Background: an optimization exercise with open tools, aiming at a short achievable clock period and few clock cycles. Do not read the settings as production practice. No functional check of the RTL was part of any run shown here. Power and IR drop assume default switching activity.

File: design/flow/flow/run.sh
#!/bin/bash
# The standard layout, with the timing repair aiming for more setup slack
# than the clock needs, so that it shortens paths below the period.
set -euo pipefail
bash standard.sh SETUP_SLACK_MARGIN=8 TNS_END_PERCENT=100 MATCH_CELL_FOOTPRINT=0 finish > make_finish.log 2>&1
File: design/flow/standard.sh
#!/bin/bash
# synth_recipe.tcl (not shown) runs the flow's synth.tcl, then flattens the netlist and writes it again
# the make line also repeats each setting of config.mk as NAME=value (left out here)
make -C /OpenROAD-flow-scripts/flow DESIGN_CONFIG=/design/flow/config.mk WORK_HOME=/design/flow/orfs CLKGATE_MAP_FILE= SYNTH_SCRIPT=/design/flow/synth_recipe.tcl "${@:-finish}"
File: design/flow/config.mk
export PLATFORM = sky130hd
export DESIGN_NAME = cpu16
export DESIGN_NICKNAME = cpu16
export VERILOG_FILES = /design/flow/design.v
export SDC_FILE = /design/flow/constraint.sdc
export NUM_CORES = 4
export LEC_CHECK = 0
export ABC_CLOCK_PERIOD_IN_PS = 3000
export CAP_MARGIN = 20
export CORE_MARGIN = 2
export CORE_UTILIZATION = 40
export SLEW_MARGIN = 20
File: design/flow/constraint.sdc
create_clock -name core_clock -period 12.5 [get_ports {clk}]
set_input_delay 2.5000 -clock core_clock [delete_from_list [all_inputs] [get_ports {clk}]]
set_output_delay 2.5000 -clock core_clock [all_outputs]
set_load 0.01 [all_outputs]
File: design/flow/design.v
module adder(
        input [15:0]a,
		input [15:0]b,
		output  [15:0]out
	);
	assign 	out=a+b;
endmodule
module mul_csa(
	input  [15:0] a,
	input  [15:0] b,
	output [15:0] s,
	output [15:0] c
);
wire [15:0] p0  = b[0]  ? a         : 16'd0;
wire [15:0] p1  = b[1]  ? a << 1    : 16'd0;
wire [15:0] p2  = b[2]  ? a << 2    : 16'd0;
wire [15:0] p3  = b[3]  ? a << 3    : 16'd0;
wire [15:0] p4  = b[4]  ? a << 4    : 16'd0;
wire [15:0] p5  = b[5]  ? a << 5    : 16'd0;
wire [15:0] p6  = b[6]  ? a << 6    : 16'd0;
wire [15:0] p7  = b[7]  ? a << 7    : 16'd0;
wire [15:0] p8  = b[8]  ? a << 8    : 16'd0;
wire [15:0] p9  = b[9]  ? a << 9    : 16'd0;
wire [15:0] p10 = b[10] ? a << 10   : 16'd0;
wire [15:0] p11 = b[11] ? a << 11   : 16'd0;
wire [15:0] p12 = b[12] ? a << 12   : 16'd0;
wire [15:0] p13 = b[13] ? a << 13   : 16'd0;
wire [15:0] p14 = b[14] ? a << 14   : 16'd0;
wire [15:0] p15 = b[15] ? a << 15   : 16'd0;
wire [15:0] s1a, c1a, s1b, c1b, s1c, c1c, s1d, c1d, s1e, c1e;
csa3 l1a(p0, p1, p2, s1a, c1a);
csa3 l1b(p3, p4, p5, s1b, c1b);
csa3 l1c(p6, p7, p8, s1c, c1c);
csa3 l1d(p9, p10, p11, s1d, c1d);
csa3 l1e(p12, p13, p14, s1e, c1e);
wire [15:0] s2a, c2a, s2b, c2b, s2c, c2c;
csa3 l2a(s1a, c1a, s1b, s2a, c2a);
csa3 l2b(c1b, s1c, c1c, s2b, c2b);
csa3 l2c(s1d, c1d, s1e, s2c, c2c);
wire [15:0] s3a, c3a, s3b, c3b;
csa3 l3a(s2a, c2a, s2b, s3a, c3a);
csa3 l3b(c2b, s2c, c2c, s3b, c3b);
wire [15:0] s4a, c4a, s4b, c4b;
csa3 l4a(s3a, c3a, s3b, s4a, c4a);
csa3 l4b(c3b, c1e, p15, s4b, c4b);
wire [15:0] s5, c5;
csa3 l5(s4a, c4a, s4b, s5, c5);
csa3 l6(s5, c5, c4b, s, c);
endmodule
module csa3(
	input  [15:0] x,
	input  [15:0] y,
	input  [15:0] z,
	output [15:0] s,
	output [15:0] c
);
assign s = x ^ y ^ z;
wire [15:0] m = (x & y) | (x & z) | (y & z);
assign c = {m[14:0], 1'b0};
endmodule
module sign_extend(
	input [3:0] imm,
	output [16-1:0] imm_sign_extend
);
assign imm_sign_extend = {{12{imm[3]}}, imm[3:0]};
endmodule
module PC1(
       	clk,
		rst,
		en,
		nextPC,
		currPC);
		input clk,rst,en;
		input [16 - 1:0]nextPC;
		output reg [16 - 1:0]currPC;
always @( posedge clk)
begin
	if (rst)
		 currPC <= 0;
	else if (en)
		 currPC <= nextPC;
end
endmodule
module control(
  input  [3:0] op,
  output is_alu,     
  output is_lw,
  output is_sw,
  output is_mul,
  output is_beq,
  output uses_rt,    
  output uses_rd     
);
  assign is_alu  = (op[3] == 1'b0) & (op[2:0] != 3'b111);
  assign is_mul  = (op == 4'b0111);
  assign is_lw   = (op == 4'b1000);
  assign is_sw   = (op == 4'b1001);
  assign is_beq  = (op == 4'b1010);
  assign uses_rt = (op[3] == 1'b0) & (op[2:1] != 2'b10);
  assign uses_rd = is_sw | is_beq;
endmodule
module alu(
   input  [16-1:0] a,
   input  [16-1:0] b,
   input  [3:0] imm,
   input  [2:0] op,
   output reg [16-1:0] result
);
wire [3:0] sh = imm[3] ? 4'd0 : imm[3:0];    
wire       shz = imm[3];                      
always @(*) begin
   case(op)
       3'd0: result = a + b;
       3'd1: result = a - b;
       3'd2: result = a & b;
       3'd3: result = a ^ b;
       3'd4: result = shz ? 16'd0 : (a << sh);
       3'd5: result = shz ? 16'd0 : (a >> sh);
       3'd6: result = {15'd0, (a <= b)};
       default: result = a + b;
   endcase
end
endmodule
module regfile #(parameter NR = 8) (
	input clk,
	input rst,
	input [4*NR-1:0] raddr,
	input f0_en,
	input [3:0] f0_addr,
	input [15:0] f0_data,
	input f1_en,
	input [3:0] f1_addr,
	input [15:0] f1_data,
	input w2_en,
	input [3:0] w2_addr,
	input [15:0] w2_data,
	output [16*NR-1:0] rdata
);
reg [15:0] r [1:15];
wire [15:0] v [0:15];
assign v[0] = 16'd0;
genvar j, k;
generate
	for (j = 1; j < 16; j = j + 1) begin : g
		assign v[j] = (f1_en && f1_addr == j) ? f1_data :
		              (f0_en && f0_addr == j) ? f0_data : r[j];
		always @(posedge clk) begin
			if (rst)
				r[j] <= (j == 1) ? 16'd5 : 16'd0;
			else if ((f1_en && f1_addr == j) || (f0_en && f0_addr == j))
				r[j] <= v[j];
			else if (w2_en && w2_addr == j)
				r[j] <= w2_data;
		end
	end
	for (k = 0; k < NR; k = k + 1) begin : rd
		assign rdata[16*k +: 16] = v[raddr[4*k +: 4]];
	end
endgenerate
endmodule
module cpu16(clk, rst, imem_addr, imem_data, dmem_we, dmem_addr, dmem_wdata, dmem_rdata);
input clk;
input rst;
output [16-1:0] imem_addr;
input  [16-1:0] imem_data;
output dmem_we;
output [4-1:0] dmem_addr;
output [16-1:0] dmem_wdata;
input  [16-1:0] dmem_rdata;
reg        x0_wr, x0_lw;     
reg  [2:0] x0_op;
reg  [3:0] x0_rd, x0_imm;
reg [15:0] x0_a, x0_b;
reg        x1_wr, x1_lw;     
reg  [2:0] x1_op;
reg  [3:0] x1_rd, x1_imm;
reg [15:0] x1_a, x1_b;
reg        x_sw;             
reg  [3:0] x_addr;           
reg [15:0] x_wdata;          
reg        xm_wr;            
reg  [3:0] xm_rd;
reg [15:0] x_ma, x_mb;
reg        m_wr;             
reg  [3:0] m_rd;
reg [15:0] m_s, m_c;         
reg        bt_v, bt_cj;      
reg [15:0] bt_trig;          
reg [15:0] bt_jt;            
reg [15:0] bt_ct;            
reg  [3:0] bt_crd, bt_crs;   
reg        v_pend;           
reg        p_cnt;            
reg [15:0] p_ct;
reg  [3:0] p_crd, p_crs;
localparam NC = 8;
reg        c_v   [0:NC-1];
reg [15:0] c_tag [0:NC-1];
reg [15:0] c_dat [0:NC-1];
reg  [2:0] c_ptr;
wire [16-1:0] pc;
wire [16-1:0] pc1, pc2;
adder PCAdder(.a(pc), .b(16'd1), .out(pc1));
adder PCAdder2(.a(pc), .b(16'd2), .out(pc2));
wire [NC-1:0] hv0, hv1;
wire [15:0] cd [0:NC];
assign cd[0] = 16'd0;
genvar ci;
generate
    for (ci = 0; ci < NC; ci = ci + 1) begin : cl
        assign hv0[ci] = c_v[ci] & (c_tag[ci] == pc);
        assign hv1[ci] = c_v[ci] & (c_tag[ci] == pc1);
        assign cd[ci+1] = cd[ci] | (hv1[ci] ? c_dat[ci] : 16'd0);
        always @(posedge clk) begin
            if (rst)
                c_v[ci] <= 1'b0;
            else if (~|hv0 && c_ptr == ci) begin
                c_v[ci]   <= 1'b1;
                c_tag[ci] <= pc;
                c_dat[ci] <= imem_data;
            end
        end
    end
endgenerate
always @(posedge clk) begin
    if (~|hv0)
        c_ptr <= c_ptr + 3'd1;
end
wire h1 = |hv1;
wire [15:0] ins0 = imem_data;
wire [15:0] ins1 = cd[NC];
wire [3:0] op0 = ins0[15:12], rd0 = ins0[11:8], rs0 = ins0[7:4], rt0 = ins0[3:0];
wire [3:0] op1 = ins1[15:12], rd1 = ins1[11:8], rs1 = ins1[7:4], rt1 = ins1[3:0];
wire [15:0] imm0;
sign_extend SE(.imm(rt0), .imm_sign_extend(imm0));
wire is_alu0, is_lw0, is_sw0, is_mul0, is_beq0, uses_rt0, uses_rd0;
wire is_alu1, is_lw1, is_sw1, is_mul1, is_beq1, uses_rt1, uses_rd1;
control C0(.op(op0), .is_alu(is_alu0), .is_lw(is_lw0), .is_sw(is_sw0), .is_mul(is_mul0),
           .is_beq(is_beq0), .uses_rt(uses_rt0), .uses_rd(uses_rd0));
control C1(.op(op1), .is_alu(is_alu1), .is_lw(is_lw1), .is_sw(is_sw1), .is_mul(is_mul1),
           .is_beq(is_beq1), .uses_rt(uses_rt1), .uses_rd(uses_rd1));
wire is_jmp0  = is_beq0 & (rd0 == rs0);      
wire is_cbeq0 = is_beq0 & (rd0 != rs0);
wire d_wr0 = (is_alu0 | is_lw0 | is_mul0) & (rd0 != 4'd0);
wire d_wr1 = (is_alu1 | is_lw1 | is_mul1) & (rd1 != 4'd0);
wire mem0 = is_lw0 | is_sw0;
wire mem1 = is_lw1 | is_sw1;
wire [15:0] alu0_out, alu1_out;
alu ALU0(.a(x0_a), .b(x0_b), .imm(x0_imm), .op(x0_op), .result(alu0_out));
alu ALU1(.a(x1_a), .b(x1_b), .imm(x1_imm), .op(x1_op), .result(alu1_out));
wire [15:0] x0_res = x0_lw ? dmem_rdata : alu0_out;
wire [15:0] x1_res = x1_lw ? dmem_rdata : alu1_out;
wire [15:0] pp_s, pp_c;
mul_csa MUL0(.a(x_ma), .b(x_mb), .s(pp_s), .c(pp_c));
wire [15:0] product;
adder MADD(.a(m_s), .b(m_c), .out(product));
function pend_mul(input [3:0] r);
    pend_mul = (xm_wr & (xm_rd == r)) | (m_wr & (m_rd == r));
endfunction
wire stall = pend_mul(rs0) | (uses_rt0 & pend_mul(rt0)) | (uses_rd0 & pend_mul(rd0));
wire blk1  = pend_mul(rs1) | (uses_rt1 & pend_mul(rt1)) | (uses_rd1 & pend_mul(rd1));
wire [15:0] va0, vb0, vd0, va1, vb1, vd1, vc1, vc2;
regfile #(.NR(8)) RF0(.clk(clk), .rst(rst),
            .raddr({bt_crs, bt_crd, rd1, rt1, rs1, rd0, rt0, rs0}),
            .f0_en(x0_wr), .f0_addr(x0_rd), .f0_data(x0_res),
            .f1_en(x1_wr), .f1_addr(x1_rd), .f1_data(x1_res),
            .w2_en(m_wr), .w2_addr(m_rd), .w2_data(product),
            .rdata({vc2, vc1, vd1, vb1, va1, vd0, vb0, va0}));
wire taken  = is_beq0 & (vd0 == va0);
wire squash = v_pend & (vc1 == vc2);
wire go     = ~squash & ~stall;
wire raw    = d_wr0 & ((rd0 == rs1) | (uses_rt1 & (rd0 == rt1)) | (uses_rd1 & (rd0 == rd1)));
wire ok     = h1 & ~is_beq1 & ~blk1 & ~is_beq0 & ~raw &
              ~(mem0 & mem1) & ~(is_mul0 & is_mul1) & ~(is_mul0 & d_wr1 & (rd1 == rd0));
wire [16-1:0] target;
adder BranchAdder(.a(pc1), .b(imm0), .out(target));
wire hit_p0 = bt_v & (pc == bt_trig);
wire hit_p1 = bt_v & (pc1 == bt_trig);
wire fold   = ok ? hit_p1 : (hit_p0 & ~taken);
function wr_c(input d_wr, input [3:0] r);
    wr_c = d_wr & ((r == bt_crd) | (r == bt_crs));
endfunction
function sub_c(input d_wr, input [3:0] o, input [3:0] r);
    sub_c = d_wr & ((o == 4'b0001) | (o == 4'b0011)) &
            (((r == bt_crd) & (bt_crs == 4'd0)) | ((r == bt_crs) & (bt_crd == 4'd0)));
endfunction
wire wc0   = wr_c(d_wr0, rd0);
wire wc1   = wr_c(d_wr1, rd1);
wire wc    = wc0 | (ok & wc1);
wire xc    = xm_wr & ((xm_rd == bt_crd) | (xm_rd == bt_crs));
wire mc    = m_wr & ((m_rd == bt_crd) | (m_rd == bt_crs));
wire subx  = ok ? sub_c(d_wr1, op1, rd1) : sub_c(d_wr0, op0, rd0);
wire eqx   = ok ? (va1 == vb1) : (va0 == vb0);
wire c_now = (~wc & ~xc & ~mc) | subx;
wire c_tk  = subx ? eqx : (vc1 == vc2);
wire blk   = bt_cj & ((is_mul0 & wc0) | (ok & is_mul1 & wc1) | xc);
wire fold_ok = fold & ~blk;
wire fold_c  = fold_ok & bt_cj & c_now & c_tk;    
wire pend    = fold_ok & bt_cj & ~c_now;           
wire [16-1:0] npc = squash  ? bt_ct :
                        taken   ? target :
                        fold_c  ? bt_ct :
                        fold_ok ? bt_jt :
                        ok      ? pc2 : pc1;
PC1 pc0(.clk(clk), .rst(rst), .en(go | squash), .nextPC(npc), .currPC(pc));
wire [15:0] pcm1 = pc - 16'd1;
wire [15:0] pcm2 = pc - 16'd2;
always @(posedge clk) begin
    if (rst) begin
        bt_v   <= 1'b0;
        v_pend <= 1'b0;
        p_cnt  <= 1'b0;
    end else begin
        v_pend <= go & pend;
        p_cnt  <= go & is_cbeq0 & ~taken & ~fold_ok;
        if (go & is_jmp0) begin
            bt_v  <= 1'b1;
            bt_cj <= p_cnt;
            bt_trig <= p_cnt ? pcm2 : pcm1;
            bt_jt <= target;
            bt_ct <= p_ct;
            bt_crd <= p_crd;
            bt_crs <= p_crs;
        end
    end
    p_ct  <= target;
    p_crd <= rd0;
    p_crs <= rs0;
end
wire go1 = go & ok;
always @(posedge clk) begin
    if (rst) begin
        x0_wr <= 1'b0;
        x1_wr <= 1'b0;
        x_sw  <= 1'b0;
        xm_wr <= 1'b0;
        m_wr  <= 1'b0;
    end else begin
        x0_wr <= go & (is_alu0 | is_lw0) & (rd0 != 4'd0);
        x1_wr <= go1 & (is_alu1 | is_lw1) & (rd1 != 4'd0);
        x_sw  <= go & is_sw0 | go1 & is_sw1;
        xm_wr <= go & is_mul0 & (rd0 != 4'd0) | go1 & is_mul1 & (rd1 != 4'd0);
        m_wr  <= xm_wr;
    end
    x0_lw   <= is_lw0;
    x0_op   <= op0[2:0];
    x0_rd   <= rd0;
    x0_imm  <= rt0;
    x0_a    <= va0;
    x0_b    <= vb0;
    x1_lw   <= is_lw1;
    x1_op   <= op1[2:0];
    x1_rd   <= rd1;
    x1_imm  <= rt1;
    x1_a    <= va1;
    x1_b    <= vb1;
    x_addr  <= mem0 ? va0[3:0] + rt0 : va1[3:0] + rt1;
    x_wdata <= mem0 ? vd0 : vd1;
    xm_rd   <= is_mul0 ? rd0 : rd1;
    x_ma    <= is_mul0 ? va0 : va1;
    x_mb    <= is_mul0 ? vb0 : vb1;
    m_rd    <= xm_rd;
    m_s     <= pp_s;
    m_c     <= pp_c;
end
assign imem_addr  = pc;
assign dmem_we    = x_sw & ~rst;
assign dmem_addr  = x_addr;
assign dmem_wdata = x_wdata;
endmodule
==> results.sh, run 1 <==
export IMPL_status="stopped before the end"
export IMPL_haltStage="global routing (5_1_grt)"
export IMPL_error="[ERROR GRT-0116] Global routing finished with congestion. Check the congestion regions in the DRC Viewer."
export IMPL_io_buffers=70
export IMPL_synth_ff_type="dfxtp_1"
export IMPL_synth_xor_area_share_pct=5.389
export IMPL_avgSynthCellArea_sq_um=7.550
export IMPL_clock_sinks=781
export IMPL_first_global_vias=121900
export IMPL_netlist_instances=9930
export IMPL_routabilityCongestion=1.525
export IMPL_yosys_warnings=8
export IMPL_post_dp_hpwl_um=555900
export IMPL_row_count=158
export IMPL_ctsHtreeMaxLevel=3
export IMPL_synth_seq_cells=781
export IMPL_die_w_um=436.9
export IMPL_yosysTopAreaCell="edfxtp_1"
export IMPL_postSynth_asyncResetShare_pct=0
export IMPL_muxShareOfSynthArea_pct=3.597
export IMPL_synth_fp_nets=10190
export IMPL_synth_compound_area_share_pct=31.41
export IMPL_grt_max_degree=131
export IMPL_synth_common_cells="1169 x nor2_1, 1096 x nand2_1, 628 x a21oi_1"
export IMPL_synth_cell_types=127
export IMPL_grt_usage_pct=86.19
export IMPL_synth_area_leaders="edfxtp_1 13%, dfxtp_1 12%, nor2_1 5.9%, nand2_1 5.5%, a21oi_1 4.2%"
export IMPL_syn_area_sq_um=74970
export IMPL_synth_simple_area_share_pct=24.31
export IMPL_synth_edf_count=316
export IMPL_gr_total_overflow=2080
export IMPL_ios=71
export IMPL_synth_top_family_by_area="compound AO/OA/AOI/OAI gates"
export IMPL_synthDominantCellAreaShare_pct=12.66
export IMPL_cts_buffers=98
export IMPL_fp_dieH_um=436.9
export IMPL_grt_pass1_wl_um=1170000
export IMPL_seq_area_frac_synth_pct=25.07
export IMPL_clockBufferDepth=3
export IMPL_root_buffer="clkbuf_16"
export IMPL_synthMostInstantiatedCell="nor2_1"
export IMPL_start_util_pct=40.34
export IMPL_synth_adder_area_share_pct=4.700
==> metrics by stage <==
| step | worst slack, ps | util, % | instances | hold slack [ps] | instance area (sq um) |
|---|---|---|---|---|---|
| CTS | 5486 | 52.97 | 13170 | 402.4 | 98430 |
| detailed placement | 1423 | 44.94 | 12460 | 388.7 | 83520 |
| global placement | 862.6 | 44.80 | 12450 | 385.8 | 83260 |
| floorplan | 5814 | - | 9930 | 329.0 | 76380 |
==> how the worst min path moves through the flow <==
stage / slack [ps] / depth (start not counted) / end
CTS: 400 / 0 / bt_crs[3]
detailed placement: 390 / 0 / bt_crs[3]
global placement: 390 / 0 / bt_ct[0]
floorplan: 330 / 0 / m_rd[0]
==> what timing repair did <==
action | CTS
buffers inserted | 496
pin swaps | 250
cloned | 33
hold buffers | 0
resized for setup | 1544
endpoints found under the setup margin | 637
==> routing by layer <==
| metal | overflow | GRT usage (%) |
|---|---|---|
| met5 | 46 | 57.56 |
| met2 | 892 | 96.11 |
| met3 | 266 | 76.74 |
| met4 | 626 | 81.22 |
| met1 | 250 | 88.16 |
==> power groups by stage <==
stage	combinational, mW	sequential (mW)	clock, mW
CTS	1.86	2.93	3.19
detailed placement	1.57	2.99	0
global placement	1.55	2.98	0
floorplan	0.808	2.94	0
==> logic make-up after synthesis <==
group | count (synthesis)
xor gates and xnor gates | 458
adders and majority gates | 227
muxes | 248
and+or+nand+nor | 3814
AOI/OAI and AO/OA | 3382
DFF | 781
buffers and inverters | 1020
==> run 2: changes to the inputs <==
--- a/design/flow/design.v
+++ b/design/flow/design.v
@@ -134,7 +134,8 @@
 	input w2_en,
 	input [3:0] w2_addr,
 	input [15:0] w2_data,
-	output [16*NR-1:0] rdata
+	output [16*NR-1:0] rdata,
+	output [255:0] eq          
 );
 reg [15:0] r [1:15];
 wire [15:0] v [0:15];
@@ -156,6 +157,17 @@
 	for (k = 0; k < NR; k = k + 1) begin : rd
 		assign rdata[16*k +: 16] = v[raddr[4*k +: 4]];
 	end
+	for (j = 0; j < 16; j = j + 1) begin : ea
+		for (k = 0; k < 16; k = k + 1) begin : eb
+			if (j == k) begin : same
+				assign eq[16*j + k] = 1'b1;
+			end else if (j < k) begin : cmp
+				assign eq[16*j + k] = (v[j] == v[k]);
+			end else begin : sym
+				assign eq[16*j + k] = eq[16*k + j];
+			end
+		end
+	end
 endgenerate
 endmodule
 module cpu16(clk, rst, imem_addr, imem_data, dmem_we, dmem_addr, dmem_wdata, dmem_rdata);
@@ -259,15 +271,20 @@
 endfunction
 wire stall = pend_mul(rs0) | (uses_rt0 & pend_mul(rt0)) | (uses_rd0 & pend_mul(rd0));
 wire blk1  = pend_mul(rs1) | (uses_rt1 & pend_mul(rt1)) | (uses_rd1 & pend_mul(rd1));
-wire [15:0] va0, vb0, vd0, va1, vb1, vd1, vc1, vc2;
-regfile #(.NR(8)) RF0(.clk(clk), .rst(rst),
-            .raddr({bt_crs, bt_crd, rd1, rt1, rs1, rd0, rt0, rs0}),
+wire [15:0] va0, vb0, vd0, va1, vb1, vd1;
+wire [255:0] eqm;
+regfile #(.NR(6)) RF0(.clk(clk), .rst(rst),
+            .raddr({rd1, rt1, rs1, rd0, rt0, rs0}),
             .f0_en(x0_wr), .f0_addr(x0_rd), .f0_data(x0_res),
             .f1_en(x1_wr), .f1_addr(x1_rd), .f1_data(x1_res),
             .w2_en(m_wr), .w2_addr(m_rd), .w2_data(product),
-            .rdata({vc2, vc1, vd1, vb1, va1, vd0, vb0, va0}));
-wire taken  = is_beq0 & (vd0 == va0);
-wire squash = v_pend & (vc1 == vc2);
+            .rdata({vd1, vb1, va1, vd0, vb0, va0}), .eq(eqm));
+wire eq_d0  = eqm[{rd0, rs0}];           
+wire eq_st0 = eqm[{rs0, rt0}];           
+wire eq_st1 = eqm[{rs1, rt1}];           
+wire eq_c   = eqm[{bt_crd, bt_crs}];     
+wire taken  = is_beq0 & eq_d0;
+wire squash = v_pend & eq_c;
 wire go     = ~squash & ~stall;
 wire raw    = d_wr0 & ((rd0 == rs1) | (uses_rt1 & (rd0 == rt1)) | (uses_rd1 & (rd0 == rd1)));
 wire ok     = h1 & ~is_beq1 & ~blk1 & ~is_beq0 & ~raw &
@@ -290,9 +307,9 @@
 wire xc    = xm_wr & ((xm_rd == bt_crd) | (xm_rd == bt_crs));
 wire mc    = m_wr & ((m_rd == bt_crd) | (m_rd == bt_crs));
 wire subx  = ok ? sub_c(d_wr1, op1, rd1) : sub_c(d_wr0, op0, rd0);
-wire eqx   = ok ? (va1 == vb1) : (va0 == vb0);
+wire eqx   = ok ? eq_st1 : eq_st0;
 wire c_now = (~wc & ~xc & ~mc) | subx;
-wire c_tk  = subx ? eqx : (vc1 == vc2);
+wire c_tk  = subx ? eqx : eq_c;
 wire blk   = bt_cj & ((is_mul0 & wc0) | (ok & is_mul1 & wc1) | xc);
 wire fold_ok = fold & ~blk;
 wire fold_c  = fold_ok & bt_cj & c_now & c_tk;    
==> run 2 against run 1 <==
Effect of this change: the flow again stops in global routing (5_1_grt); synthesized cell count rose by 32%; synthesized area increased by 31%.
==> results.sh, run 2 <==
export IMPL_synth_edf_count=316
export IMPL_postSynth_asyncResetShare_pct=0
export IMPL_clockBufferDepth=3
export IMPL_synth_ff_type="dfxtp_1"
export IMPL_ios=71
export IMPL_synthDominantCellAreaShare_pct=11.66
export IMPL_status="stopped before the end"
export IMPL_synth_top_family_by_area="compound AO/OA/AOI/OAI gates"
export IMPL_avgSynthCellArea_sq_um=7.532
export IMPL_start_util_pct=40.12
export IMPL_synth_fp_nets=13340
export IMPL_syn_area_sq_um=98480
export IMPL_error="[ERROR GRT-0116] Global routing finished with congestion. Check the congestion regions in the DRC Viewer."
export IMPL_root_buffer="clkbuf_16"
export IMPL_clock_sinks=781
export IMPL_fp_dieH_um=500.2
export IMPL_gr_total_overflow=5170
export IMPL_post_dp_hpwl_um=692000
export IMPL_grt_usage_pct=89.74
export IMPL_io_buffers=70
export IMPL_yosys_warnings=8
export IMPL_haltStage="global routing (5_1_grt)"
export IMPL_synth_adder_area_share_pct=3.578
export IMPL_synth_seq_cells=781
export IMPL_synth_area_leaders="xnor2_1 12%, edfxtp_1 9.6%, dfxtp_1 9.5%, xor2_1 4.8%, nand2_1 4.4%"
export IMPL_synth_compound_area_share_pct=28.00
export IMPL_synth_xor_area_share_pct=16.54
export IMPL_die_w_um=500.2
export IMPL_seq_area_frac_synth_pct=19.09
export IMPL_synthMostInstantiatedCell="xnor2_1"
export IMPL_netlist_instances=13080
export IMPL_grt_pass1_wl_um=1629000
export IMPL_yosysTopAreaCell="xnor2_1"
export IMPL_synth_simple_area_share_pct=22.73
export IMPL_routabilityCongestion=1.387
export IMPL_grt_max_degree=80
export IMPL_muxShareOfSynthArea_pct=3.338
export IMPL_row_count=182
export IMPL_cts_buffers=98
export IMPL_hold_buffers=0
export IMPL_synth_cell_types=150
export IMPL_first_global_vias=165600
export IMPL_ctsHtreeMaxLevel=3
export IMPL_synth_common_cells="1311 x xnor2_1, 1163 x nand2_1, 1099 x nor2_1"
[run 2: kinds of logic after synthesis]
kind of cell	Yosys count
and+or+nand+nor	4494
AOI/OAI and AO/OA	3896
xor gates and xnor gates	1855
buffers and inverters	1541
DFF	781
muxes	281
adders and majority gates	227
[run 2: power groups by stage]
stage               clock (mW)  combinational, mW  sequential, mW
CTS                       3.28               3.53            2.92
detailed placement           0               2.96            2.99
global placement             0               2.94            2.98
floorplan                    0               1.44            2.93
[run 2: worst min-delay path by stage]
| stage | depth (start not counted) | end | from |
|---|---|---|---|
| floorplan | 0 | m_rd[1] | xm_rd[1] |
| global placement | 0 | bt_ct[14] | p_ct[14] |
| detailed placement | 0 | bt_ct[11] | p_ct[11] |
| CTS | 0 | bt_ct[1] | p_ct[1] |
[run 2: per-layer routing]
layer	track usage, %	overflow
met1	88.72	284
met3	81.28	308
met5	62.57	39
met4	90.28	1590
met2	99.91	2949
[run 2: repair_timing]
action | in CTS
setup endpoints to repair | 688
setup buffers | 924
pin swaps | 486
gates resized for setup | 2192
cloned | 46
[run 2: stage by stage]
| step | cell area, sq um | worst slack [ps] | utilization [%] | cells | hold slack [ps] |
|---|---|---|---|---|---|
| after floorplan | 100700 | 4630 | - | 13080 | 329.0 |
| after global placement | 108000 | 638.8 | 44.01 | 16080 | 386.6 |
| after detailed placement | 108400 | 1053 | 44.15 | 16090 | 389.5 |
| after CTS | 130400 | 4766 | 53.11 | 17250 | 395.5 |
